Context: an optimization exercise on an open-source flow, tuned for small area and a short achievable clock period. The choices shown serve that exercise and are no tape-out recipe.
The RTL was checked by simulation tests, not by an equivalence proof against the original design.
No driver is modelled on the clock port, so clock power and skew are understated where the tree is cut down; a real chip needs a root buffer or a tree.
Power and IR drop assume default switching activity.

==> flow/design.v <==
module mul8(input [7:0] a, input [7:0] b, output [15:0] p);
  wire pp0_0 = a[0] & b[0];
  wire pp0_1 = a[1] & b[0];
  wire pp0_2 = a[2] & b[0];
  wire pp0_3 = a[3] & b[0];
  wire pp0_4 = a[4] & b[0];
  wire pp0_5 = a[5] & b[0];
  wire pp0_6 = a[6] & b[0];
  wire pp0_7 = a[7] & b[0];
  wire pp1_0 = a[0] & b[1];
  wire pp1_1 = a[1] & b[1];
  wire pp1_2 = a[2] & b[1];
  wire pp1_3 = a[3] & b[1];
  wire pp1_4 = a[4] & b[1];
  wire pp1_5 = a[5] & b[1];
  wire pp1_6 = a[6] & b[1];
  wire pp1_7 = a[7] & b[1];
  wire pp2_0 = a[0] & b[2];
  wire pp2_1 = a[1] & b[2];
  wire pp2_2 = a[2] & b[2];
  wire pp2_3 = a[3] & b[2];
  wire pp2_4 = a[4] & b[2];
  wire pp2_5 = a[5] & b[2];
  wire pp2_6 = a[6] & b[2];
  wire pp2_7 = a[7] & b[2];
  wire pp3_0 = a[0] & b[3];
  wire pp3_1 = a[1] & b[3];
  wire pp3_2 = a[2] & b[3];
  wire pp3_3 = a[3] & b[3];
  wire pp3_4 = a[4] & b[3];
  wire pp3_5 = a[5] & b[3];
  wire pp3_6 = a[6] & b[3];
  wire pp3_7 = a[7] & b[3];
  wire pp4_0 = a[0] & b[4];
  wire pp4_1 = a[1] & b[4];
  wire pp4_2 = a[2] & b[4];
  wire pp4_3 = a[3] & b[4];
  wire pp4_4 = a[4] & b[4];
  wire pp4_5 = a[5] & b[4];
  wire pp4_6 = a[6] & b[4];
  wire pp4_7 = a[7] & b[4];
  wire pp5_0 = a[0] & b[5];
  wire pp5_1 = a[1] & b[5];
  wire pp5_2 = a[2] & b[5];
  wire pp5_3 = a[3] & b[5];
  wire pp5_4 = a[4] & b[5];
  wire pp5_5 = a[5] & b[5];
  wire pp5_6 = a[6] & b[5];
  wire pp5_7 = a[7] & b[5];
  wire pp6_0 = a[0] & b[6];
  wire pp6_1 = a[1] & b[6];
  wire pp6_2 = a[2] & b[6];
  wire pp6_3 = a[3] & b[6];
  wire pp6_4 = a[4] & b[6];
  wire pp6_5 = a[5] & b[6];
  wire pp6_6 = a[6] & b[6];
  wire pp6_7 = a[7] & b[6];
  wire pp7_0 = a[0] & b[7];
  wire pp7_1 = a[1] & b[7];
  wire pp7_2 = a[2] & b[7];
  wire pp7_3 = a[3] & b[7];
  wire pp7_4 = a[4] & b[7];
  wire pp7_5 = a[5] & b[7];
  wire pp7_6 = a[6] & b[7];
  wire pp7_7 = a[7] & b[7];
  wire t1 = pp0_1 ^ pp1_0;
  wire t2 = pp0_1 & pp1_0;
  wire t3 = pp0_2 ^ pp1_1 ^ pp2_0;
  wire t4 = (pp0_2 & pp1_1) | (pp0_2 & pp2_0) | (pp1_1 & pp2_0);
  wire t5 = t2 ^ t3;
  wire t6 = t2 & t3;
  wire t7 = pp0_3 ^ pp1_2 ^ pp2_1;
  wire t8 = (pp0_3 & pp1_2) | (pp0_3 & pp2_1) | (pp1_2 & pp2_1);
  wire t9 = pp3_0 ^ t4 ^ t7;
  wire t10 = (pp3_0 & t4) | (pp3_0 & t7) | (t4 & t7);
  wire t11 = t6 ^ t9;
  wire t12 = t6 & t9;
  wire t13 = pp0_4 ^ pp1_3 ^ pp2_2;
  wire t14 = (pp0_4 & pp1_3) | (pp0_4 & pp2_2) | (pp1_3 & pp2_2);
  wire t15 = pp3_1 ^ pp4_0 ^ t8;
  wire t16 = (pp3_1 & pp4_0) | (pp3_1 & t8) | (pp4_0 & t8);
  wire t17 = t13 ^ t10 ^ t15;
  wire t18 = (t13 & t10) | (t13 & t15) | (t10 & t15);
  wire t19 = t12 ^ t17;
  wire t20 = t12 & t17;
  wire t21 = pp0_5 ^ pp1_4 ^ pp2_3;
  wire t22 = (pp0_5 & pp1_4) | (pp0_5 & pp2_3) | (pp1_4 & pp2_3);
  wire t23 = pp3_2 ^ pp4_1 ^ pp5_0;
  wire t24 = (pp3_2 & pp4_1) | (pp3_2 & pp5_0) | (pp4_1 & pp5_0);
  wire t25 = t14 ^ t21 ^ t23;
  wire t26 = (t14 & t21) | (t14 & t23) | (t21 & t23);
  wire t27 = t16 ^ t25 ^ t18;
  wire t28 = (t16 & t25) | (t16 & t18) | (t25 & t18);
  wire t29 = t20 ^ t27;
  wire t30 = t20 & t27;
  wire t31 = pp0_6 ^ pp1_5 ^ pp2_4;
  wire t32 = (pp0_6 & pp1_5) | (pp0_6 & pp2_4) | (pp1_5 & pp2_4);
  wire t33 = pp3_3 ^ pp4_2 ^ pp5_1;
  wire t34 = (pp3_3 & pp4_2) | (pp3_3 & pp5_1) | (pp4_2 & pp5_1);
  wire t35 = pp6_0 ^ t22 ^ t24;
  wire t36 = (pp6_0 & t22) | (pp6_0 & t24) | (t22 & t24);
  wire t37 = t31 ^ t33 ^ t26;
  wire t38 = (t31 & t33) | (t31 & t26) | (t33 & t26);
  wire t39 = t35 ^ t37 ^ t28;
  wire t40 = (t35 & t37) | (t35 & t28) | (t37 & t28);
  wire t41 = t30 ^ t39;
  wire t42 = t30 & t39;
  wire t43 = pp0_7 ^ pp1_6 ^ pp2_5;
  wire t44 = (pp0_7 & pp1_6) | (pp0_7 & pp2_5) | (pp1_6 & pp2_5);
  wire t45 = pp3_4 ^ pp4_3 ^ pp5_2;
  wire t46 = (pp3_4 & pp4_3) | (pp3_4 & pp5_2) | (pp4_3 & pp5_2);
  wire t47 = pp6_1 ^ pp7_0 ^ t32;
  wire t48 = (pp6_1 & pp7_0) | (pp6_1 & t32) | (pp7_0 & t32);
  wire t49 = t34 ^ t43 ^ t45;
  wire t50 = (t34 & t43) | (t34 & t45) | (t43 & t45);
  wire t51 = t36 ^ t47 ^ t49;
  wire t52 = (t36 & t47) | (t36 & t49) | (t47 & t49);
  wire t53 = t38 ^ t51 ^ t40;
  wire t54 = (t38 & t51) | (t38 & t40) | (t51 & t40);
  wire t55 = t42 ^ t53;
  wire t56 = t42 & t53;
  wire t57 = pp1_7 ^ pp2_6 ^ pp3_5;
  wire t58 = (pp1_7 & pp2_6) | (pp1_7 & pp3_5) | (pp2_6 & pp3_5);
  wire t59 = pp4_4 ^ pp5_3 ^ pp6_2;
  wire t60 = (pp4_4 & pp5_3) | (pp4_4 & pp6_2) | (pp5_3 & pp6_2);
  wire t61 = pp7_1 ^ t44 ^ t46;
  wire t62 = (pp7_1 & t44) | (pp7_1 & t46) | (t44 & t46);
  wire t63 = t57 ^ t59 ^ t48;
  wire t64 = (t57 & t59) | (t57 & t48) | (t59 & t48);
  wire t65 = t50 ^ t61 ^ t63;
  wire t66 = (t50 & t61) | (t50 & t63) | (t61 & t63);
  wire t67 = t52 ^ t65 ^ t54;
  wire t68 = (t52 & t65) | (t52 & t54) | (t65 & t54);
  wire t69 = pp2_7 ^ pp3_6 ^ pp4_5;
  wire t70 = (pp2_7 & pp3_6) | (pp2_7 & pp4_5) | (pp3_6 & pp4_5);
  wire t71 = pp5_4 ^ pp6_3 ^ pp7_2;
  wire t72 = (pp5_4 & pp6_3) | (pp5_4 & pp7_2) | (pp6_3 & pp7_2);
  wire t73 = t58 ^ t60 ^ t69;
  wire t74 = (t58 & t60) | (t58 & t69) | (t60 & t69);
  wire t75 = t71 ^ t62 ^ t73;
  wire t76 = (t71 & t62) | (t71 & t73) | (t62 & t73);
  wire t77 = t64 ^ t75 ^ t66;
  wire t78 = (t64 & t75) | (t64 & t66) | (t75 & t66);
  wire t79 = pp3_7 ^ pp4_6 ^ pp5_5;
  wire t80 = (pp3_7 & pp4_6) | (pp3_7 & pp5_5) | (pp4_6 & pp5_5);
  wire t81 = pp6_4 ^ pp7_3 ^ t70;
  wire t82 = (pp6_4 & pp7_3) | (pp6_4 & t70) | (pp7_3 & t70);
  wire t83 = t72 ^ t79 ^ t74;
  wire t84 = (t72 & t79) | (t72 & t74) | (t79 & t74);
  wire t85 = t81 ^ t76 ^ t83;
  wire t86 = (t81 & t76) | (t81 & t83) | (t76 & t83);
  wire t87 = pp4_7 ^ pp5_6 ^ pp6_5;
  wire t88 = (pp4_7 & pp5_6) | (pp4_7 & pp6_5) | (pp5_6 & pp6_5);
  wire t89 = pp7_4 ^ t80 ^ t87;
  wire t90 = (pp7_4 & t80) | (pp7_4 & t87) | (t80 & t87);
  wire t91 = t82 ^ t89 ^ t84;
  wire t92 = (t82 & t89) | (t82 & t84) | (t89 & t84);
  wire t93 = pp5_7 ^ pp6_6 ^ pp7_5;
  wire t94 = (pp5_7 & pp6_6) | (pp5_7 & pp7_5) | (pp6_6 & pp7_5);
  wire t95 = t88 ^ t93 ^ t90;
  wire t96 = (t88 & t93) | (t88 & t90) | (t93 & t90);
  wire t97 = pp6_7 ^ pp7_6 ^ t94;
  wire t98 = (pp6_7 & pp7_6) | (pp6_7 & t94) | (pp7_6 & t94);
  wire [7:0] rx = {1'b0, pp7_7, t97, t95, t86, t85, t77, t56};
  wire [7:0] ry = {1'b0, t98, t96, t92, t91, t78, t68, t67};
  assign p[15:8] = rx + ry;
  assign p[0] = pp0_0;
  assign p[1] = t1;
  assign p[2] = t5;
  assign p[3] = t11;
  assign p[4] = t19;
  assign p[5] = t29;
  assign p[6] = t41;
  assign p[7] = t55;
endmodule
module div8_s1(input [1:0] a, input [7:0] b, output [1:0] mn);
  wire bsm = ~|b[7:2];
  wire [1:0] m;
  assign m[1] = a[1] & (~bsm | (~b[1] & ~b[0]) | (b[1] & b[0] & ~a[0]));
  assign m[0] = a[0] & (~bsm | ~b[0] | (b[1] & ~a[1]));
  assign mn = ~m;
endmodule
module div8(input [7:0] a, input [7:0] b, input [7:0] b3lo, input [1:0] m1n, output [7:0] q);
  wire [7:0] qq;
  assign q = qq;   
  wire g11 = (a[7:6] >= b[1:0]) & (b < 8'd4);
  wire g12 = (a[7:6] >= {b[0], 1'b0}) & (b < 8'd2);
  wire g13 = (a[7:6] >= {b[0], b[0]}) & (b <= 8'd1);
  assign qq[7] = g12;
  assign qq[6] = g13 | (g11 & ~g12);
  wire [7:0] b3 = b3lo;   
  wire [3:0] t3_2 = {b[2] | (b[1] & b[0]), b[2] | (b[1] & ~b[0]), b[1] ^ b[0], b[0]};
  wire [3:0] rn2 = {m1n, ~a[5:4]};
  wire [4:0] s21 = {1'b0, rn2} + {1'b0, b[3:0]};
  wire g21 = ~s21[4] & (b < 8'd16);
  wire [4:0] s22 = {1'b0, rn2} + {1'b0, {b[2:0], 1'b0}};
  wire g22 = ~s22[4] & (b < 8'd8);
  wire [4:0] s23 = {1'b0, rn2} + {1'b0, t3_2};
  wire g23 = ~s23[4] & (b <= 8'd5);
  assign qq[5] = g22;
  assign qq[4] = g23 | (g21 & ~g22);
  wire [3:0] mn2 = g23 ? s23[3:0] : g22 ? s22[3:0] : g21 ? s21[3:0] : rn2;
  wire [5:0] rn3 = {mn2, ~a[3:2]};
  wire [6:0] s31 = {1'b0, rn3} + {1'b0, b[5:0]};
  wire g31 = ~s31[6] & (b < 8'd64);
  wire [6:0] s32 = {1'b0, rn3} + {1'b0, {b[4:0], 1'b0}};
  wire g32 = ~s32[6] & (b < 8'd32);
  wire [6:0] s33 = {1'b0, rn3} + {1'b0, b3[5:0]};
  wire g33 = ~s33[6] & (b <= 8'd21);
  assign qq[3] = g32;
  assign qq[2] = g33 | (g31 & ~g32);
  wire [5:0] mn3 = g33 ? s33[5:0] : g32 ? s32[5:0] : g31 ? s31[5:0] : rn3;
  wire [7:0] rn4 = {mn3, ~a[1:0]};
  wire [8:0] s41 = {1'b0, rn4} + {1'b0, b[7:0]};
  wire g41 = ~s41[8] & 1'b1;
  wire [8:0] s42 = {1'b0, rn4} + {1'b0, {b[6:0], 1'b0}};
  wire g42 = ~s42[8] & (b < 8'd128);
  wire [8:0] s43 = {1'b0, rn4} + {1'b0, b3[7:0]};
  wire g43 = ~s43[8] & (b <= 8'd85);
  assign qq[1] = g42;
  assign qq[0] = g43 | (g41 & ~g42);
endmodule
module alu(
    input [7:0] a_in, b_in,       
    input [3:0] command_in,       
    input oe,                     
    input [1:0] div_m1n,          
    output [15:0] d_out           
    );
    wire [7:0] a = a_in;
    wire [7:0] b = b_in;
    wire [3:0] c = command_in;
    wire sub = c[0] & ~c[1];
    wire [7:0] in1 = c[1] ? {b[6:0], 1'b0} : a;
    wire [7:0] bb = b ^ {8{sub}};
    wire [8:0] cy;
    wire [7:0] s;
    assign cy[0] = sub;
    genvar i;
    generate
        for (i = 0; i < 8; i = i + 1) begin : g_add
            assign s[i] = in1[i] ^ bb[i] ^ cy[i];
            assign cy[i+1] = (in1[i] & bb[i]) | (in1[i] & cy[i]) | (bb[i] & cy[i]);
        end
    endgenerate
    wire [15:0] r_mul;
    mul8 u_mul(.a(a), .b(b), .p(r_mul));
    wire [7:0] r_div;
    div8 u_div(.a(a), .b(b), .b3lo(s), .m1n(div_m1n), .q(r_div));
    wire [7:0] x  = a ^ b;
    wire [7:0] an = a & b;
    wire [7:0] nr = ~(a | b);
    wire eq = ~|x;
    wire bz = ~|b;                  
    wire [15:0] dc;
    generate
        for (i = 0; i < 16; i = i + 1) begin : g_dc
            assign dc[i] = oe & (c == i);
        end
    endgenerate
    wire sA  = dc[0] | dc[1];                       
    wire sL  = dc[4] | dc[6];                       
    wire sR  = dc[5] | dc[7];                       
    wire tA  = dc[8] | dc[9] | dc[13];              
    wire tX  = dc[9] | dc[10] | dc[12];             
    wire tN  = dc[11] | dc[12] | dc[13];            
    wire hiK = dc[11] | dc[12] | dc[13] | (dc[1] & ~cy[8]);   
    wire [7:0] lg = (an & {8{tA}}) | (x & {8{tX}}) | (nr & {8{tN}});
    wire [7:0] sl = {a[6:0], a[7] & dc[6]};         
    wire [7:0] sr = {a[0] & dc[7], a[7:1]};         
    wire [7:0] lo = (s & {8{sA}}) | (r_mul[7:0] & {8{dc[2]}}) | (r_div & {8{dc[3] & ~bz}})
                  | (sl & {8{sL}}) | (sr & {8{sR}}) | lg;
    wire b8 = hiK | (dc[0] & cy[8]) | (dc[2] & r_mul[8]) | (dc[4] & a[7]);
    wire [6:0] hi = {7{hiK}} | (r_mul[15:9] & {7{dc[2]}});
    assign d_out = {hi, b8, lo[7:1], lo[0] | (dc[14] & eq) | (dc[15] & ~eq)};
endmodule
module alu_top(
    input clk,
    input [7:0] a_in, b_in,
    input [3:0] command_in,
    input oe,
    output reg [15:0] d_out
    );
    reg [7:0] a_q, b_q;
    reg [3:0] cmd_q;
    reg       oe_q;
    reg [1:0] m1n_q;
    wire [1:0] m1n;
    wire [15:0] y;
    div8_s1 u_s1(.a(a_in[7:6]), .b(b_in), .mn(m1n));
    always @(posedge clk) begin
        a_q   <= a_in;
        b_q   <= b_in;
        cmd_q <= command_in;
        oe_q  <= oe;
        m1n_q <= m1n;
        d_out <= y;
    end
    alu u_alu(.a_in(a_q), .b_in(b_q), .command_in(cmd_q), .oe(oe_q), .div_m1n(m1n_q), .d_out(y));
endmodule
==> flow/flow/run.sh <==
#!/bin/bash
# The standard layout, with plain buffers (buf_2) on the ports in place of the
# delay buffers buffer_ports picks by default, and no dummy loads added to the
# clock tree.  Every tool's output goes to make.log here; ORFS also keeps each
# step's log under orfs/logs/.
set -euo pipefail
export BUFFER_PORTS_ARGS="-buffer_cell sky130_fd_sc_hd__buf_2"
export CTS_ARGS="-sink_clustering_enable -repair_clock_nets -dont_use_dummy_load"
bash standard.sh > make.log 2>&1
==> flow/standard.sh <==
#!/bin/bash
# synth_recipe.tcl (not shown) runs the flow's synth.tcl, then flattens the netlist and writes it again
# the make line also repeats each setting of config.mk as NAME=value (left out here)
make -C /OpenROAD-flow-scripts/flow DESIGN_CONFIG=/design/flow/config.mk WORK_HOME=/design/flow/orfs CLKGATE_MAP_FILE= SYNTH_SCRIPT=/design/flow/synth_recipe.tcl "${@:-finish}"
==> flow/config.mk <==
export PLATFORM = sky130hd
export DESIGN_NAME = alu_top
export DESIGN_NICKNAME = alu_top
export VERILOG_FILES = /design/flow/design.v
export SDC_FILE = /design/flow/constraint.sdc
export NUM_CORES = 4
export LEC_CHECK = 0
export CAP_MARGIN = 20
export CORE_MARGIN = 2
export CORE_UTILIZATION = 60
export SLEW_MARGIN = 20
==> flow/constraint.sdc <==
create_clock -name core_clock -period 30.0 [get_ports {clk}]
set_input_delay 6.0000 -clock core_clock [delete_from_list [all_inputs] [get_ports {clk}]]
set_output_delay 6.0000 -clock core_clock [all_outputs]
set_load 0.01 [all_outputs]
==> results of run 1 <==
[power by group through the flow]
stage	Combinational (mW)	Sequential, mW	Clock [mW]
floorplan	0.112	0.0616	0
global placement	0.148	0.0624	0
CTS	0.153	0.0612	0.0335
global route	0.174	0.0618	0.0351
detailed placement	0.153	0.0624	0
finish	0.153	0.0614	0.0332
[flip-flops by register name (all words and copies together) (netlist names)]
| name | count |
|---|---|
| cmd_q | 4 |
| b_q | 8 |
| m1n_q | 2 |
| a_q | 8 |
| oe_q | 1 |
| d_out | 16 |
[Yosys cell counts, types with 4 or more instances]
| cell type | count |
|---|---|
| clkbuf_1 | 9 |
| fa_1 | 56 |
| nand3_1 | 7 |
| a31oi_1 | 4 |
| a222oi_1 | 7 |
| a21oi_1 | 34 |
| xnor2_1 | 23 |
| xor2_1 | 5 |
| nor2_1 | 69 |
| o21bai_1 | 5 |
| nand3b_1 | 4 |
| buf_2 | 5 |
| inv_1 | 88 |
| o22ai_1 | 4 |
| a221o_1 | 5 |
| a211oi_1 | 6 |
| nand2b_1 | 5 |
| dfxtp_1 | 39 |
| o21a_1 | 5 |
| a221oi_1 | 5 |
| o21ai_0 | 28 |
| nand2_1 | 39 |
| ha_1 | 95 |
| a21o_1 | 7 |
| mux2i_1 | 11 |
| nor2b_1 | 8 |
[through the flow]
stage | setup WS, ns | utilization [%]
finish | 23.28 | 65.4
global placement | 23.28 | 64.6
detailed placement | 23.23 | 64.6
floorplan | 23.47 | -
CTS | 23.27 | 65.4
global route | 22.89 | 65.4
[cells by family (layout without fill, tap and decap cells)]
logic type	Yosys count	after routing	synth area share (%)
flip-flops	39	39	13.9
AO/OA/AOI/OAI	141	141	17.3
XOR/XNOR	28	28	4.36
multiplexers	11	11	1.96
adder cells (fa/ha/maj)	151	151	41.0
AND/OR/NAND/NOR	164	164	14.2
buffers and inverters	105	136	7.31
[final cells by class]
cell class / instances / area share, %
clock buffer: 5 / 1.15
tap: 111 / 2.32
inverter: 89 / 5.58
multi-input combinational: 495 / 74.2
timing repair buffer: 42 / 3.72
sequential: 39 / 13.0
[layer usage]
metal | share of wire (%) | wire [µm] | vias up
met3 | 6.2 | 935 | 45
met1 | 41 | 6250 | 2344
met5 | 0 | 0 | -
met4 | 2.9 | 442 | 0
met2 | 50 | 7560 | 172
li1 | - | - | 2247
[worst paths after layout]
check,cells after the start,to,slack [ns]
worst min-delay path,2,d_out[9]$_DFF_P_,0.79
worst max-delay path,1,d_out[5],23.28
worst max register to register,21,d_out[0]$_DFF_P_,23.31
worst min register to register,2,d_out[9]$_DFF_P_,0.79
==> results_dict.tcl, run 1 <==
set metrics [dict create \
    status "complete, no violations" \
    met1_usage_pct 39.8 \
    p_leak_nw 2.95 \
    cap_violations 0 \
    stdcell_area_um2 5980 \
    antenna_cells 0 \
    cts.reportedPaths.clkPinSlew_ns 0.07 \
    drtIter0Drc 397 \
    busiest_layer "met2" \
    fin_tns_setup_ns 0 \
    syn_area_per_cell_um2 8.81 \
    postCtsSetupBuffers 0 \
    cts_hold_buf 0 \
    rsz0062_at_grt "no" \
    worstPathRequired_ns 24.00 \
    drtAntennaViolNets 0 \
    critPathKind "reg2out" \
    cts_sinks 39 \
    syn_inst 639 \
    grt_max_degree 28 \
    path_cells "buf_2" \
    wl_um 15200 \
    timing.hold.ws_ns 0.785 \
    fin_crit_ns 6.72 \
    core-area_um2 9150 \
    use_met2_pct 55.4 \
    slew_headroom_pct 31.4 \
    synthArstFlopShare_pct 0 \
    first_pass_iters 5 \
    path_buf_inv 1 \
    final_hold_viol_count 0 \
    seq_area_um2 781 \
    htreeDepth 2 \
    final_common_cell "ha_1" \
    fmax_mhz 149 \
    grt_use_met3_pct 3.33 \
    r2r_start "b_q[1]$_DFF_P_" \
    ys_warn_count 1 \
    worst_clock_skew_ns 0.0270 \
    final_cell_mix "95 x ha_1, 88 x inv_1, 69 x nor2_1" \
    nets 845 \
    gp_congestion 0.923 \
    port_buffers 37 \
    place_hpwl_um 11800 \
    synth_ff_type "dfxtp_1" \
    drt-vias-per-instance 6.16 \
    clk_path_buf_depth 2 \
    synth_seq_area_share_pct 13.9 \
    cp_top_family "flip-flops" \
    ctsResizeCount 0 \
    rows 35 \
    root_buffer "clkbuf_8" \
    ys_ff_latch 39 \
    maxSlewViolCount 0 \
    combPwrFrac_pct 61.7 \
    synth_cell_types 65 \
    crit_path_start "d_out[5]$_DFF_P_" \
    synthesis.nets 812 \
    hp-class "reg2reg" \
    slowest_delay_ns 0.31 \
    antenna_found_initial 0 \
    worstSetupStartpointType "flip-flop" \
    arrival_ns 0.72 \
    p_total_uw 247 \
    grt_overflow 0 \
    multi_input_comb_area_um2 4440 \
    post_drt_wl_per_cell_um 19.4 \
    p_int_uw 136 \
    switchingPower_uw 111 \
    cts_tree "yes" \
    hold_start "oe_q$_DFF_P_" \
    grt_pass1_vias 4848 \
    cts_buffers 5 \
    dieArea_um2 10200 \
    dp_cells 776 \
    swShare_pct 44.8 \
    synth_top_area_share_pct 21.1 \
    setup_violations 0 \
    initial_core_util_pct 61.5 \
    area.growth.synth_to_final_pct 6.27 \
    worst_slew_pin_slew_ns 1.02 \
    power_density_nw_per_um2 41.3 \
    yosys.area.top_type "ha_1" \
    ir_drop_mv 0.0309 \
    die_h_um 101 \
    grt_usage_pct 31.3 \
    grt_pass1_wl_um 24500 \
    synth_area_um2 5630 \
    fin_crit_sh_pct 22.4 \
    instances_no_fill 781 \
    clock_power_share_pct 13.4 \
    synth-edff-count 0 \
    cpMaxStageDelayCell "dfxtp_1" \
    die_x_um 101 \
    drive_gt1_share_pct 9.10 \
    critPathCaptureType "output port" \
    p_seq_share_pct 24.8 \
    pin_count 38 \
    fill_cells 813 \
    insertion_delay_ns 0.30 \
    path_max_fanout 1 \
    drc 0 \
    synth_area_leaders "ha_1 21%, fa_1 20%, dfxtp_1 14%" \
    placed_cell_area_um2 5910 \
    num_vias 4808 \
]
==> inputs of run 2 (changes only) <==
==> flow/flow/run.sh (replaced) <==
#!/bin/bash
# The standard layout, with plain buffers (buf_2) on the ports in place of the
# delay buffers buffer_ports picks by default, and timing repair asked to
# leave 23.3 ns of setup slack at the design's 30 ns clock (the SDC is
# unchanged).  Every tool's output goes to make.log here; ORFS also keeps
# each step's log under orfs/logs/.
set -euo pipefail
export BUFFER_PORTS_ARGS="-buffer_cell sky130_fd_sc_hd__buf_2"
export SETUP_SLACK_MARGIN=23.3
bash standard.sh > make.log 2>&1
==> results_dict.tcl, run 2 <==
set metrics [dict create \
    core-area_um2 9150 \
    drtAntennaViolNets 0 \
    path_max_fanout 1 \
    arrival_ns 0.74 \
    hp-class "reg2reg" \
    cts_buffers 5 \
    cts_hold_buf 0 \
    grt_max_degree 28 \
    num_vias 4826 \
    ys_warn_count 1 \
    status "complete, no violations" \
    largest_registers "d_out (16), a_q (8), b_q (8)" \
    port_buffers 37 \
    insertion_delay_ns 0.30 \
    maxSlewViolCount 0 \
    nets 848 \
    ir_drop_mv 0.0311 \
    setup_violations 0 \
    cts_sinks 39 \
    path_buf_inv 1 \
    largest_register_ffs 16 \
    antenna_cells 0 \
    antenna_found_initial 0 \
    cts.reportedPaths.clkPinSlew_ns 0.08 \
    drive_gt1_share_pct 10.8 \
    stdcell_area_um2 6120 \
    netlist_top_cells_count "95 x ha_1, 88 x inv_1, 69 x nor2_1" \
    die_h_um 101 \
    synth_ff_type "dfxtp_1" \
    critPathCaptureType "output port" \
    path_cells "buf_2" \
    worst_clock_skew_ns 0.00583 \
    rows 35 \
    grt_overflow 0 \
    fmax_mhz 148 \
    p_leak_nw 3.00 \
    cts_tree "yes" \
    ys_ff_latch 39 \
    synthArstFlopShare_pct 0 \
    htreeDepth 2 \
    slew_headroom_pct 30.5 \
    gp_congestion 0.923 \
    timing.hold.ws_ns 0.786 \
    yosysMostFrequentCell "ha_1" \
    cpMaxStageDelayCell "dfxtp_1" \
    cp_top_family "flip-flops" \
    combPwrFrac_pct 56.9 \
    rsz0062_at_grt "yes" \
    clk_path_buf_depth 2 \
    critPathKind "reg2out" \
    synth_area_leaders "ha_1 21%, fa_1 20%, dfxtp_1 14%" \
    utilization_pct 66.9 \
    wl_um 15200 \
    power_density_nw_per_um2 44.3 \
    p_seq_share_pct 22.7 \
    instances_no_fill 787 \
    grt_pass1_vias 4853 \
    placed_cell_area_um2 5910 \
    synth_area_um2 5630 \
    clock_power_share_pct 20.3 \
    p_int_uw 156 \
    synthesis.nets 812 \
    post_drt_wl_per_cell_um 19.4 \
    drt-vias-per-instance 6.13 \
    pin_count 38 \
    drtIter0Drc 360 \
    worstSetupStartpointType "flip-flop" \
    synth_top_area_share_pct 21.1 \
    switchingPower_uw 115 \
    cap_violations 0 \
    yosys.area.top_type "ha_1" \
    worst_slew_pin_slew_ns 1.04 \
    synth_seq_area_share_pct 13.9 \
    synth_cell_types 65 \
    grt_usage_pct 31.5 \
    area.growth.synth_to_final_pct 8.71 \
    root_buffer "clkbuf_8" \
    synth-edff-count 0 \
    syn_area_per_cell_um2 8.81 \
    drc 0 \
    slowest_delay_ns 0.32 \
    fin_crit_ns 6.74 \
    final_common_cell "ha_1" \
    first_pass_iters 6 \
    dp_cells 776 \
    swShare_pct 42.3 \
    dieArea_um2 10200 \
    final_cell_mix "95 x ha_1, 87 x inv_1, 69 x nor2_1" \
    place_hpwl_um 11800 \
    die_x_um 101 \
    initial_core_util_pct 61.5 \
    final_hold_viol_count 0 \
    syn_inst 639 \
    fin_crit_sh_pct 22.5 \
    regMostFlops "d_out" \
    worstPathRequired_ns 24.00 \
    grt_pass1_wl_um 24700 \
    fin_tns_setup_ns 0 \
]
## run 2: kinds of logic (layout without fill, tap and decap cells)
family          Yosys count  count (layout)  share of synthesized area, %
simple gates            164             164                          14.2
fa+ha+maj               151             151                          41.0
compound gates          141             141                          17.3
buf+inv                 105             142                          7.31
flops                    39              39                          13.9
xor+xnor                 28              28                          4.36
mux                      11              11                          1.96
## run 2: metal layers
metal	wire length (µm)	GRT usage, %	part of all wire, %	vias to the layer above
li1	-	-	-	2258
met1	6330	40.3	42	2333
met2	7570	55.6	50	191
met3	847	2.91	5.6	44
met4	492	11.0	3.2	0
met5	0	0	0	-
## run 2: final timing paths
| path | startpoint | to | slack (ns) | cells past startpoint |
|---|---|---|---|---|
| setup / recovery | d_out[5]$_DFF_P_ | d_out[5] | 23.26 | 1 |
| hold / removal | oe_q$_DFF_P_ | d_out[9]$_DFF_P_ | 0.79 | 2 |
| setup reg to reg | b_q[1]$_DFF_P_ | d_out[0]$_DFF_P_ | 23.66 | 21 |
| hold reg to reg | oe_q$_DFF_P_ | d_out[9]$_DFF_P_ | 0.79 | 2 |
## run 2: worst reg2reg max path: stages (launching register included)
cell and delay (ns):
dfxtp_1 0.31, buf_4 0.29, clkinvlp_4 0.43, ha_1 0.45, fa_1 0.43, a21o_1 0.19, a211o_1 0.31, or3_1 0.43
o22a_1 0.33, ha_1 0.26, a211oi_1 0.30, o21ai_0 0.22, a211oi_4 0.45, nor2_1 0.19, a221o_1 0.35, o22ai_1 0.25
ha_1 0.31, nor2b_1 0.13, o21ai_0 0.14, nand3_1 0.09, o31a_1 0.32, o31ai_1 0.06
## run 2: per-stage QoR
step / setup slack (ns) / total power, mW
5_1_grt: 23.24 / 0.296
3_3_place_gp: 23.28 / 0.211
3_5_place_dp: 23.23 / 0.215
6_report: 23.26 / 0.271
2_1_floorplan: 23.47 / 0.174
4_1_cts: 23.26 / 0.271
## run 2: power groups by stage
stage	logic, mW	registers, mW	clock network, mW
3_3_place_gp	0.148	0.0624	0
2_1_floorplan	0.112	0.0616	0
4_1_cts	0.154	0.0612	0.0559
5_1_grt	0.176	0.0620	0.0575
6_report	0.154	0.0617	0.0552
3_5_place_dp	0.153	0.0624	0
## run 2: cell type report
type                    count  area (µm²)
clock buffers               5        68.8
clock inverters             3        71.3
fillers                   799        3030
inverters                  89         338
multi-input cells         495        4450
flip-flops and latches     39         786
well taps                 111         139
repair buffers             45         270
## run 2: timing repair
action                     4_1_cts  5_1_grt
resized for setup                0       11
pin swaps                        0        1
setup endpoints to repair       16       18
buffers inserted                 0        3
==> inputs of run 3 (changes only) <==
==> flow/flow/run.sh (replaced) <==
#!/bin/bash
# The standard layout, with plain buffers (buf_2) on the ports in place of the
# delay buffers buffer_ports picks by default, and timing repair asked to
# leave 23.6 ns of setup slack at the design's 30 ns clock (the SDC is
# unchanged).  Every tool's output goes to make.log here; ORFS also keeps
# each step's log under orfs/logs/.
set -euo pipefail
export BUFFER_PORTS_ARGS="-buffer_cell sky130_fd_sc_hd__buf_2"
export SETUP_SLACK_MARGIN=23.6
bash standard.sh > make.log 2>&1
==> results_dict.tcl, run 3 <==
set metrics [dict create \
    status "complete, no violations" \
    drive_gt1_share_pct 12.2 \
    syn_inst 639 \
    p_leak_nw 3.03 \
    final_cell_mix "95 x ha_1, 87 x inv_1, 69 x nor2_1" \
    final_common_cell "ha_1" \
    slew_headroom_pct 32.3 \
    setup_violations 0 \
    syn_area_per_cell_um2 8.81 \
    fill_cells 802 \
    path_buf_inv 1 \
    r2r_start "b_q[0]$_DFF_P_" \
    synth_ff_type "dfxtp_1" \
    utilization_pct 67.7 \
    wl_um 15500 \
    grt_pass1_vias 5058 \
    synth_top_family_by_area "adder cells" \
    arrival_ns 0.74 \
    drt-vias-per-instance 6.19 \
    synth_cell_types 65 \
    grt_usage_pct 32.2 \
    synthesis.nets 812 \
    regMostFlops "d_out" \
    cpMaxStageDelayCell "dfxtp_1" \
    synth-edff-count 0 \
    synth_top_area_share_pct 21.1 \
    drtIter0Drc 337 \
    path_cells "buf_2" \
    gp_congestion 0.965 \
    power_density_nw_per_um2 44.4 \
    synth_area_leaders "ha_1 21%, fa_1 20%, dfxtp_1 14%" \
    drtAntennaViolNets 0 \
    worstPathRequired_ns 24.00 \
    dp_cells 775 \
    die_x_um 101 \
    nets 853 \
    largest_registers "d_out (16), a_q (8), b_q (8)" \
    path_max_fanout 1 \
    synth_area_um2 5630 \
    core-area_um2 9150 \
    synth-simple-area-share_pct 14.2 \
    synth.area.mux_share_pct 1.96 \
    worst_slew_pin_slew_ns 1.01 \
    ys_warn_count 1 \
    fmax_mhz 148 \
    antenna_cells 0 \
    final_hold_viol_count 0 \
    drc 0 \
    area.growth.synth_to_final_pct 10.1 \
    rr_worst_depth 23 \
    fin_tns_setup_ns 0 \
    min_path_cells 3 \
    instances_no_fill 792 \
    largest_register_ffs 16 \
    synthAdderAreaFrac_pct 41.0 \
    grt_max_degree 28 \
    ir_drop_mv 0.0297 \
    hold_end "d_out[1]$_DFF_P_" \
    rsz0062_at_grt "yes" \
    cts_sinks 39 \
    cp_top_family "flip-flops" \
    antenna_found_initial 0 \
    cap_violations 0 \
    worstSetupStartpointType "flip-flop" \
    yosys.area.top_type "ha_1" \
    grt_pass1_wl_um 25200 \
    hp-class "reg2reg" \
    r2r_setup_slack_ns 23.89 \
    hold_start "a_q[2]$_DFF_P_" \
    cts_buffers 5 \
    initial_core_util_pct 61.5 \
    num_vias 4901 \
    slowest_delay_ns 0.32 \
    yosysMostFrequentCell "ha_1" \
    grt_overflow 0 \
    dieArea_um2 10200 \
    cts_tree "yes" \
    port_buffers 37 \
    cts.reportedPaths.clkPinSlew_ns 0.09 \
    fin_crit_sh_pct 22.5 \
    netlist_top_cells_count "95 x ha_1, 88 x inv_1, 69 x nor2_1" \
    critPathCaptureType "output port" \
    rows 35 \
    worst_clock_skew_ns 0.00579 \
    maxSlewViolCount 0 \
    synthArstFlopShare_pct 0 \
    htreeDepth 2 \
    fin_crit_ns 6.74 \
    r2r-end "d_out[0]$_DFF_P_" \
    ys_ff_latch 39 \
    synth-compound-area-share_pct 17.3 \
    critPathKind "reg2out" \
    place_hpwl_um 12000 \
    die_h_um 101 \
    post_drt_wl_per_cell_um 19.6 \
    clk_path_buf_depth 2 \
    first_pass_iters 5 \
    pin_count 38 \
    synth_seq_area_share_pct 13.9 \
    synth_xor_area_share_pct 4.36 \
    root_buffer "clkbuf_8" \
    insertion_delay_ns 0.30 \
]
-- run 3: cell counts after synthesis --
No cell type changed its count.
-- run 3: cell families (layout without fill, tap and decap cells) --
| family | Yosys count | after routing |
|---|---|---|
| XOR/XNOR | 28 | 28 |
| adder cells (fa/ha/maj) | 151 | 151 |
| flip-flops | 39 | 39 |
| AO/OA/AOI/OAI | 141 | 141 |
| buffers and inverters | 105 | 147 |
| multiplexers | 11 | 11 |
| AND/OR/NAND/NOR | 164 | 164 |
-- run 3: worst max-delay path by stage --
| stage | startpoint | endpoint | cells after the start |
|---|---|---|---|
| 6_report | d_out[0]$_DFF_P_ | d_out[0] | 1 |
| 5_1_grt | d_out[9]$_DFF_P_ | d_out[9] | 1 |
| 4_1_cts | d_out[0]$_DFF_P_ | d_out[0] | 1 |
| 3_5_place_dp | b_in[5] | m1n_q[0]$_DFF_P_ | 4 |
| 3_3_place_gp | b_in[5] | m1n_q[1]$_DFF_P_ | 4 |
| 2_1_floorplan | b_in[5] | m1n_q[0]$_DFF_P_ | 3 |
-- run 3: metal layers --
metal | global-route usage, % | vias to the layer above | share of wire (%)
li1 | - | 2268 | -
met1 | 39.4 | 2364 | 40
met2 | 54.9 | 208 | 49
met3 | 5.69 | 61 | 6.1
met4 | 15.5 | 0 | 4.6
met5 | 0 | - | 0
-- run 3: layout make-up --
cell class                 instances  area (µm²)  area share (%)
tap                              111         139            2.24
multi-input combinational        495        4470            72.2
timing repair buffer              50         320            5.17
clock inverter                     3        71.3            1.15
sequential                        39         788            12.7
inverter                          89         338            5.45
clock buffer                       5        68.8            1.11
-- run 3: through the flow --
stage | hold WS, ns | setup WS (ns) | cell area [µm²] | power [mW]
floorplan | 0.634 | 23.51 | 5650 | 0.174
global placement | 0.769 | 23.33 | 5920 | 0.212
detailed placement | 0.786 | 23.34 | 5920 | 0.217
CTS | 0.807 | 23.25 | 6070 | 0.273
global route | 0.865 | 23.23 | 6200 | 0.300
finish | 0.823 | 23.26 | 6200 | 0.275
-- run 3: report_power, final --
group | total [mW] | switching (mW) | internal [mW]
clock | 0.0551 | 0.0213 | 0.0338
sequential | 0.0623 | 0.00635 | 0.0559
combinational | 0.158 | 0.0899 | 0.0681
-- run 3: timing repair --
item                                    CTS  global route
pin swaps                                 0             1
hold buffers                              0             0
buffers inserted                          0             9
endpoints found under the setup margin   18            18
gates resized for setup                   1            16
==> inputs of run 4 (changes only) <==
==> flow/flow/run.sh (replaced) <==
#!/bin/bash
# The standard layout, with plain buffers (buf_2) on the ports in place of the
# delay buffers buffer_ports picks by default.  Every tool's output goes to
# make.log here; ORFS also keeps each step's log under orfs/logs/.
set -euo pipefail
export BUFFER_PORTS_ARGS="-buffer_cell sky130_fd_sc_hd__buf_2"
bash standard.sh > make.log 2>&1
==> results_dict.tcl, run 4 <==
set metrics [dict create \
    status "complete, no violations" \
    fin_crit_sh_pct 22.5 \
    rows 35 \
    r2r_setup_slack_ns 23.41 \
    worstPathRequired_ns 24.00 \
    drive_gt1_share_pct 9.51 \
    worst_slack_ns 23.26 \
    antenna_found_initial 0 \
    final_hold_viol_count 0 \
    synth_area_um2 5630 \
    switchingPower_uw 114 \
    synthArstFlopShare_pct 0 \
    arrival_ns 0.74 \
    gp_congestion 0.923 \
    synthesis.nets 812 \
    maxSlewViolCount 0 \
    postCtsSetupBuffers 0 \
    synth_cell_types 65 \
    synth-edff-count 0 \
    worst_slew_pin_slew_ns 1.03 \
    slowest_delay_ns 0.32 \
    htreeDepth 2 \
    slew_headroom_pct 30.6 \
    dieArea_um2 10200 \
    ys_ff_latch 39 \
    clock_power_share_pct 20.4 \
    die_x_um 101 \
    rr_worst_depth 21 \
    ir_drop_mv 0.0311 \
    crit_path_start "d_out[1]$_DFF_P_" \
    die_h_um 101 \
    path_max_fanout 1 \
    cts_tree "yes" \
    critPathCapture "d_out[1]" \
    path_cells "buf_2" \
    antenna_cells 0 \
    final_cell_mix "95 x ha_1, 88 x inv_1, 69 x nor2_1" \
    worst-path-stages 1 \
    cts_sinks 39 \
    swShare_pct 42.3 \
    p_int_uw 155 \
    nets 845 \
    yosysMostFrequentCell "ha_1" \
    fin_tns_setup_ns 0 \
    r2r_start "b_q[1]$_DFF_P_" \
    insertion_delay_ns 0.30 \
    worstSetupStartpointType "flip-flop" \
    regMostFlops "d_out" \
    drc 0 \
    area.growth.synth_to_final_pct 7.53 \
    root_buffer "clkbuf_8" \
    r2r-end "d_out[0]$_DFF_P_" \
    cts_hold_buf 0 \
    min_path_cells 2 \
    ys_warn_count 1 \
    place_hpwl_um 11800 \
    drtAntennaViolNets 0 \
    post_drt_wl_per_cell_um 19.4 \
    cpMaxStageDelayCell "dfxtp_1" \
    place_ws_ns 23.23 \
    p_leak_nw 2.98 \
    pin_count 38 \
    cp_top_family "flip-flops" \
    largest_register_ffs 16 \
    p_seq_share_pct 22.8 \
    synth_area_leaders "ha_1 21%, fa_1 20%, dfxtp_1 14%" \
    grt_overflow 0 \
    cts_buffers 5 \
    first_pass_iters 5 \
    num_vias 4813 \
    wl_um 15200 \
    critPathCaptureType "output port" \
    netlist_top_cells_count "95 x ha_1, 88 x inv_1, 69 x nor2_1" \
    hp-class "reg2reg" \
    ctsResizeCount 0 \
    port_buffers 37 \
    placed_cell_area_um2 5910 \
    cap_violations 0 \
    setup_violations 0 \
    stdcell_area_um2 6050 \
    power_density_nw_per_um2 44.5 \
    fin_crit_ns 6.74 \
    initial_core_util_pct 61.5 \
    final_common_cell "ha_1" \
    grt_pass1_wl_um 24700 \
    drt-vias-per-instance 6.14 \
    largest_registers "d_out (16), a_q (8), b_q (8)" \
    drtIter0Drc 379 \
    worst_clock_skew_ns 0.00707 \
    synth_ff_type "dfxtp_1" \
    grt_pass1_vias 4853 \
    core-area_um2 9150 \
    cts.reportedPaths.clkPinSlew_ns 0.08 \
    synth_seq_area_share_pct 13.9 \
    fmax_mhz 148 \
    fill_cells 806 \
    syn_area_per_cell_um2 8.81 \
    clk_path_buf_depth 2 \
    critPathKind "reg2out" \
    grt_max_degree 28 \
    path_buf_inv 1 \
    syn_inst 639 \
    yosys.area.top_type "ha_1" \
    rsz0062_at_grt "no" \
    grt_usage_pct 31.5 \
    combPwrFrac_pct 56.9 \
    synth_top_area_share_pct 21.1 \
]
-- run 4: area by class of cell --
cell class	instances	area (µm²)	share of cell area [%]
sequential	39	781	12.9
clock buffer	5	68.8	1.14
multi-input combinational	495	4440	73.3
clock inverter	3	71.3	1.18
inverter	89	334	5.52
timing repair buffer	42	223	3.68
tap	111	139	2.29
-- run 4: worst min path at each step --
| stage | start | to | slack (ns) |
|---|---|---|---|
| 4_1_cts | oe_q$_DFF_P_ | d_out[9]$_DFF_P_ | 0.80 |
| 6_report | oe_q$_DFF_P_ | d_out[9]$_DFF_P_ | 0.79 |
| 3_3_place_gp | oe_q$_DFF_P_ | d_out[9]$_DFF_P_ | 0.78 |
| 2_1_floorplan | oe_q$_DFF_P_ | d_out[9]$_DFF_P_ | 0.63 |
| 3_5_place_dp | oe_q$_DFF_P_ | d_out[9]$_DFF_P_ | 0.77 |
| 5_1_grt | a_q[2]$_DFF_P_ | d_out[1]$_DFF_P_ | 0.85 |
-- run 4: cell families (layout without fill, tap and decap cells) --
kind of cell | after synthesis | after routing | share of synthesized area, %
AO/OA/AOI/OAI | 141 | 141 | 17.3
flip-flops | 39 | 39 | 13.9
AND/OR/NAND/NOR | 164 | 164 | 14.2
adder cells (fa/ha/maj) | 151 | 151 | 41.0
XOR/XNOR | 28 | 28 | 4.36
buffers and inverters | 105 | 139 | 7.31
multiplexers | 11 | 11 | 1.96
-- run 4: layer usage --
layer  track usage (%)  share of wire (%)  vias up
li1                  -                  -     2250
met1              40.3                 42     2333
met2              55.6                 50      186
met3              2.91                5.2       44
met4              11.0                3.1        0
met5                 0                  0        -
-- run 4: through the flow --
stage	cells	utilization [%]	total power, mW	hold slack (ns)
6_report	784	66.2	0.269	0.788
5_1_grt	784	66.2	0.294	0.854
4_1_cts	784	66.2	0.271	0.796
3_5_place_dp	776	64.6	0.215	0.774
3_3_place_gp	776	64.6	0.211	0.776
2_1_floorplan	639	-	0.174	0.634
-- run 4: power groups by stage --
stage | clock network, mW | logic [mW] | registers, mW
floorplan | 0 | 0.112 | 0.0616
global placement | 0 | 0.148 | 0.0624
detailed placement | 0 | 0.153 | 0.0624
CTS | 0.0559 | 0.154 | 0.0612
global route | 0.0576 | 0.175 | 0.0618
finish | 0.0548 | 0.153 | 0.0614
==> inputs of run 5 (changes only) <==
==> flow/flow/run.sh (replaced) <==
#!/bin/bash
set -euo pipefail
export BUFFER_PORTS_ARGS="-buffer_cell sky130_fd_sc_hd__buf_2"
R=orfs/results/$FLOW_PLATFORM/alu_top/base
bash standard.sh cts > make_cts.log 2>&1
IN_ODB=$R/4_cts.odb OUT_ODB=$R/4_cts.odb openroad -exit -no_init flow/flatclk.tcl > flatclk.log 2>&1
bash standard.sh > make.log 2>&1
==> flow/flow/flatclk.tcl (new file) <==
read_db $::env(IN_ODB)
set block [ord::get_db_block]
set root [$block findInst clkbuf_0_clk]
set clknet [[$root findITerm A] getNet]
set rootnet [[$root findITerm X] getNet]
set leaves {}
foreach it [$rootnet getITerms] {
  if {[$it getInst] ne $root} { lappend leaves $it }
}
if {[llength $leaves] > 4} { error "[llength $leaves] leaf buffers: more than the clock port may drive" }
foreach it $leaves {
  set leaf [$it getInst]
  $it disconnect
  $it connect $clknet
  set lnet [[$leaf findITerm X] getNet]
  foreach s [$lnet getITerms] {
    set i [$s getInst]
    if {$i eq $leaf} { continue }
    if {![[$i getMaster] isSequential]} {
      puts "removing dummy load [$i getName] [[$i getMaster] getName]"
      odb::dbInst_destroy $i
    }
  }
  puts "leaf [$leaf getName] drives [expr {[llength [$lnet getITerms]] - 1}] pins"
}
puts "removing root buffer [$root getName]"
odb::dbInst_destroy $root
odb::dbNet_destroy $rootnet
puts "clock port drives [llength [$clknet getITerms]] pins"
detailed_placement
check_placement -verbose
write_db $::env(OUT_ODB)
==> results_dict.tcl, run 5 <==
set metrics [dict create \
    status "complete, no violations" \
    drtAntennaViolNets 0 \
    yosys.area.top_type "ha_1" \
    combPwrFrac_pct 63.4 \
    path_buf_inv 2 \
    cp_top_family "compound AO/OA/AOI/OAI gates" \
    final_common_cell "ha_1" \
    grt_usage_pct 31.5 \
    fin_crit_ns 6.64 \
    rows 35 \
    clock_power_share_pct 11.2 \
    timing.hold.ws_ns 0.787 \
    final_cell_mix "95 x ha_1, 88 x inv_1, 69 x nor2_1" \
    fin_crit_sh_pct 22.1 \
    path_max_fanout 17 \
    maxSlewViolCount 0 \
    synth_ff_type "dfxtp_1" \
    regMostFlops "d_out" \
    initial_core_util_pct 61.5 \
    netlist_top_cells_count "95 x ha_1, 88 x inv_1, 69 x nor2_1" \
    num_vias 4807 \
    worstPathRequired_ns 30.04 \
    critPathKind "reg2reg" \
    p_leak_nw 2.94 \
    drtIter0Drc 354 \
    p_total_uw 242 \
    area.growth.synth_to_final_pct 6.02 \
    grt_max_degree 28 \
    arrival_ns 6.69 \
    hp-class "reg2reg" \
    largest_registers "d_out (16), a_q (8), b_q (8)" \
    ys_warn_count 1 \
    first_pass_iters 5 \
    nets 844 \
    cts_sinks 39 \
    synth-edff-count 0 \
    place_hpwl_um 11800 \
    p_seq_share_pct 25.4 \
    synth_cell_types 65 \
    final_hold_viol_count 0 \
    synthesis.nets 812 \
    ctsResizeCount 0 \
    antenna_cells 0 \
    wl_um 15200 \
    slew_headroom_pct 30.0 \
    core-area_um2 9150 \
    insertion_delay_ns 0.15 \
    rsz0062_at_grt "no" \
    worstSetupStartpointType "flip-flop" \
    post_drt_wl_per_cell_um 19.5 \
    swShare_pct 44.7 \
    utilization_pct 65.2 \
    power_density_nw_per_um2 40.5 \
    dp_cells 776 \
    die_h_um 101 \
    grt_overflow 0 \
    antenna_found_initial 0 \
    gp_congestion 0.923 \
    instances_no_fill 780 \
    synth_area_leaders "ha_1 21%, fa_1 20%, dfxtp_1 14%" \
    pin_count 38 \
    grt_pass1_vias 4817 \
    synthArstFlopShare_pct 0 \
    fmax_mhz 150 \
    syn_inst 639 \
    largest_register_ffs 16 \
    ys_ff_latch 39 \
    synth_area_um2 5630 \
    worst_clock_skew_ns 0.0268 \
    cpMaxStageDelayCell "a211oi_2" \
    postCtsSetupBuffers 0 \
    cts.reportedPaths.clkPinSlew_ns 0.09 \
    placed_cell_area_um2 5910 \
    critPathCaptureType "flip-flop" \
    synth_top_area_share_pct 21.1 \
    worst_slew_pin_slew_ns 1.04 \
    synth_seq_area_share_pct 13.9 \
    ir_drop_mv 0.0310 \
    yosysMostFrequentCell "ha_1" \
    stdcell_area_um2 5970 \
    place_ws_ns 23.23 \
    die_x_um 101 \
    grt_pass1_wl_um 24800 \
    port_buffers 37 \
    dieArea_um2 10200 \
    path_cells "buf_4, inv_1, ha_1, fa_1, a21o_1, a211o_1, or3_1, o22a_1, ha_1, a211oi_1, o21ai_0, a211oi_2, nor2_1, a221o_1, o22ai_1, ha_1, nor2b_1, o21ai_0, nand3_1, o31a_1, o31ai_1" \
    fill_cells 812 \
    worst_slack_ns 23.36 \
    cts_hold_buf 0 \
    drive_gt1_share_pct 8.97 \
    setup_violations 0 \
    cap_violations 0 \
    fin_tns_setup_ns 0 \
    crit_top_cell "ha_1" \
    syn_area_per_cell_um2 8.81 \
    p_int_uw 134 \
    switchingPower_uw 108 \
    slowest_delay_ns 0.74 \
    drc 0 \
    drt-vias-per-instance 6.16 \
]
run 5: changes by cell type in the layout (fill, tap and decap cells not counted):
cell,delta
bufinv_16,-2
clkbuf_8,-1
inv_8,-1
run 5: cell type report:
class	count	area, µm²	share of cell area (%)
Sequential cell	39	781	13.1
Clock buffer	4	55.1	0.922
Multi-Input combinational cell	495	4440	74.3
Tap cell	111	139	2.33
Timing Repair Buffer	42	223	3.73
Inverter	89	334	5.60
run 5: cell families after synthesis:
kind of cell               Yosys count  share of synthesized area, %
AOI/OAI and AO/OA                  141                          17.3
adders and majority gates          151                          41.0
DFF                                 39                          13.9
muxes                               11                          1.96
xor gates and xnor gates            28                          4.36
buffers and inverters              105                          7.31
and+or+nand+nor                    164                          14.2
run 5: power by group through the flow:
stage	Combinational (mW)	Clock, mW	Sequential [mW]
2_1_floorplan	0.112	0	0.0616
3_3_place_gp	0.148	0	0.0624
3_5_place_dp	0.153	0	0.0624
4_1_cts	0.154	0.0559	0.0612
5_1_grt	0.175	0.0290	0.0618
6_report	0.153	0.0271	0.0614
run 5: path summary, 6_finish.rpt:
| kind | depth (start not counted) | startpoint | end | slack (ns) |
|---|---|---|---|---|
| max | 21 | b_q[1]$_DFF_P_ | d_out[0]$_DFF_P_ | 23.36 |
| min | 2 | oe_q$_DFF_P_ | d_out[9]$_DFF_P_ | 0.79 |
| max reg2reg | 21 | b_q[1]$_DFF_P_ | d_out[0]$_DFF_P_ | 23.36 |
| min reg2reg | 2 | oe_q$_DFF_P_ | d_out[9]$_DFF_P_ | 0.79 |
run 5: worst min-delay path: cells and delay by family (launching register included):
family | cells | cell delay, ns
DFF | 1 | 0.37
AOI/OAI and AO/OA | 1 | 0.30
and+or+nand+nor | 1 | 0.08
run 5: layer usage:
layer	track usage, %	wire length [µm]
met4	9.48	485
met2	55.8	7480
met5	0	0
met3	2.84	796
met1	40.5	6460
==> inputs of run 6 (changes only) <==
==> flow/flow/run.sh (replaced) <==
#!/bin/bash
set -euo pipefail
export BUFFER_PORTS_ARGS="-buffer_cell sky130_fd_sc_hd__buf_2"
export SETUP_SLACK_MARGIN=23.4
R=orfs/results/$FLOW_PLATFORM/alu_top/base
bash standard.sh cts > make_cts.log 2>&1
IN_ODB=$R/4_cts.odb OUT_ODB=$R/4_cts.odb openroad -exit -no_init flow/flatclk.tcl > flatclk.log 2>&1
bash standard.sh > make.log 2>&1
==> results_dict.tcl, run 6 <==
set metrics [dict create \
    regMostFlops "d_out" \
    yosysMostFrequentCell "ha_1" \
    final_cell_mix "95 x ha_1, 87 x inv_1, 69 x nor2_1" \
    cts.reportedPaths.clkPinSlew_ns 0.07 \
    fin_crit_sh_pct 21.9 \
    netlist_top_cells_count "95 x ha_1, 88 x inv_1, 69 x nor2_1" \
    worst_clock_skew_ns 0.0283 \
    combPwrFrac_pct 63.7 \
    synth_area_leaders "ha_1 21%, fa_1 20%, dfxtp_1 14%" \
    post_drt_wl_per_cell_um 19.4 \
    path_cells "buf_2" \
    worst_slack_ns 23.43 \
    wl_um 15300 \
    port_buffers 37 \
    dp_cells 776 \
    rsz0062_at_grt "no" \
    cap_violations 0 \
    swShare_pct 44.6 \
    setup_violations 0 \
    yosys.area.top_type "ha_1" \
    cpMaxStageDelayCell "dfxtp_2" \
    worstPathRequired_ns 24.00 \
    place_ws_ns 23.23 \
    switchingPower_uw 109 \
    initial_core_util_pct 61.5 \
    path_buf_inv 1 \
    drtAntennaViolNets 0 \
    grt_max_degree 28 \
    ys_ff_latch 39 \
    final_common_cell "ha_1" \
    largest_registers "d_out (16), a_q (8), b_q (8)" \
    antenna_cells 0 \
    utilization_pct 66.1 \
    insertion_delay_ns 0.15 \
    synth-edff-count 0 \
    core-area_um2 9150 \
    ys_warn_count 1 \
    nets 849 \
    grt_usage_pct 31.5 \
    path_max_fanout 1 \
    synth_top_area_share_pct 21.1 \
    place_hpwl_um 11800 \
    num_vias 4832 \
    grt_overflow 0 \
    antenna_found_initial 0 \
    grt_pass1_wl_um 24800 \
    worstSetupStartpointType "flip-flop" \
    hp-class "reg2reg" \
    synth_seq_area_share_pct 13.9 \
    clock_power_share_pct 11.0 \
    synth_ff_type "dfxtp_1" \
    worst_slew_pin_slew_ns 1.02 \
    arrival_ns 0.57 \
    drc 0 \
    synthesis.nets 812 \
    syn_area_per_cell_um2 8.81 \
    ir_drop_mv 0.0311 \
    synth_cell_types 65 \
    syn_inst 639 \
    p_seq_share_pct 25.3 \
    instances_no_fill 785 \
    slew_headroom_pct 31.2 \
    timing.hold.ws_ns 0.782 \
    cp_top_family "flip-flops" \
    drt-vias-per-instance 6.16 \
    synth_area_um2 5630 \
    cts_hold_buf 0 \
    rows 35 \
    cts_sinks 39 \
    critPathKind "reg2out" \
    final_hold_viol_count 0 \
    fin_tns_setup_ns 0 \
    dieArea_um2 10200 \
    status "complete, no violations" \
    maxSlewViolCount 0 \
    fmax_mhz 152 \
    drive_gt1_share_pct 10.5 \
    die_h_um 101 \
    pin_count 38 \
    power_density_nw_per_um2 40.2 \
    critPathCaptureType "output port" \
    area.growth.synth_to_final_pct 7.47 \
    fin_crit_ns 6.57 \
    p_leak_nw 2.97 \
    grt_pass1_vias 4817 \
    slowest_delay_ns 0.31 \
    p_int_uw 135 \
    gp_congestion 0.923 \
    synthArstFlopShare_pct 0 \
    die_x_um 101 \
    first_pass_iters 6 \
    drtIter0Drc 357 \
    largest_register_ffs 16 \
]
## run 6: cell types whose count changed in the layout (fill, tap and decap cells not counted), sizes merged
cell      delta
inv          -1
buf          +5
clkinvlp     +1
## run 6: per-stage QoR
step                cell area [µm²]  total power [mW]
detailed placement             5910             0.215
global route                   6050             0.268
global placement               5910             0.211
finish                         6050             0.243
floorplan                      5630             0.174
CTS                            6050             0.271
## run 6: layer usage
layer	wire (µm)	global-route usage, %	up-vias
li1	-	-	2260
met1	6410	40.5	2353
met2	7630	55.8	182
met3	835	2.84	37
met4	372	9.48	0
met5	0	0	-
## run 6: area by class of cell
class | count | area (µm²)
Multi-Input combinational cell | 495 | 4470
Inverter | 89 | 338
Clock buffer | 4 | 55.1
Sequential cell | 39 | 783
Tap cell | 111 | 139
Timing Repair Buffer | 47 | 267
Fill cell | 802 | 3100
## run 6: power groups by stage
stage	Clock [mW]	Combinational, mW	Sequential [mW]
after CTS	0.0559	0.154	0.0612
after global placement	0	0.148	0.0624
after floorplan	0	0.112	0.0616
after detailed placement	0	0.153	0.0624
after global routing	0.0290	0.177	0.0619
final	0.0268	0.155	0.0615
## run 6: logic make-up (layout without fill, tap and decap cells)
logic type	count (synthesis)	count (layout)	share of synthesized area [%]
AO/OA/AOI/OAI	141	141	17.3
multiplexers	11	11	1.96
buffers and inverters	105	140	7.31
adder cells (fa/ha/maj)	151	151	41.0
flip-flops	39	39	13.9
AND/OR/NAND/NOR	164	164	14.2
XOR/XNOR	28	28	4.36
## run 6: worst paths after layout
path	start	end	slack [ns]	cells past startpoint
max	d_out[9]$_DFF_P_	d_out[9]	23.43	1
min reg2reg	oe_q$_DFF_P_	d_out[9]$_DFF_P_	0.78	2
max reg2reg	b_q[0]$_DFF_P_	d_out[0]$_DFF_P_	23.78	22
min	oe_q$_DFF_P_	d_out[9]$_DFF_P_	0.78	2
## run 6: worst reg2reg max path: cells and delay by family (launching register included)
family	cells	cell delay [ns]
adder cells (fa/ha/maj)	4	1.15
buffers and inverters	2	0.57
AO/OA/AOI/OAI	11	2.92
AND/OR/NAND/NOR	5	1.14
flip-flops	1	0.32
## run 6: what timing repair did
action,CTS,global route
setup buffers,0,5
endpoints found under the setup margin,16,6
pin swaps,0,1
gates resized for setup,0,10

==> static timing again, ports no longer ideal <==
In the flow no input, the clock included, has a driving cell. The finished layouts below were timed again as built, in two steps.
Step 1 assumes that a clkbuf_16 drives the clock port and a buf_2 every other input.
Step 2 moves the port delays by t, midway between the first and last clock arrival at a register: inputs arrive t later, outputs are due t later. That takes back most of the time a late clock gives input paths.
Slacks: no drivers / after step 1 / after step 2; pairs: no drivers / after step 1.
| run | t (ns) | slack for setup (ns) | worst data-port slew with drivers (ns) |
|---|---|---|---|
| run 1 | 0.325 | 23.278 / 23.242 / 23.226 | 0.04 |
| run 2 | 0.335 | 23.264 / 23.226 / 23.204 | 0.03 |
| run 3 | 0.334 | 23.257 / 23.222 / 23.341 | 0.03 |
| run 4 | 0.332 | 23.264 / 23.228 / 23.204 | 0.04 |
| run 5 | 0.200 | 23.355 / 23.355 / 23.210 | 0.03 |
| run 6 | 0.197 | 23.425 / 23.364 / 23.299 | 0.04 |
After both steps setup and hold are still met in every run listed. The setup slack of run 5, which loses most, moves by 0.000 ns with the drivers and by -0.145 ns with both steps.
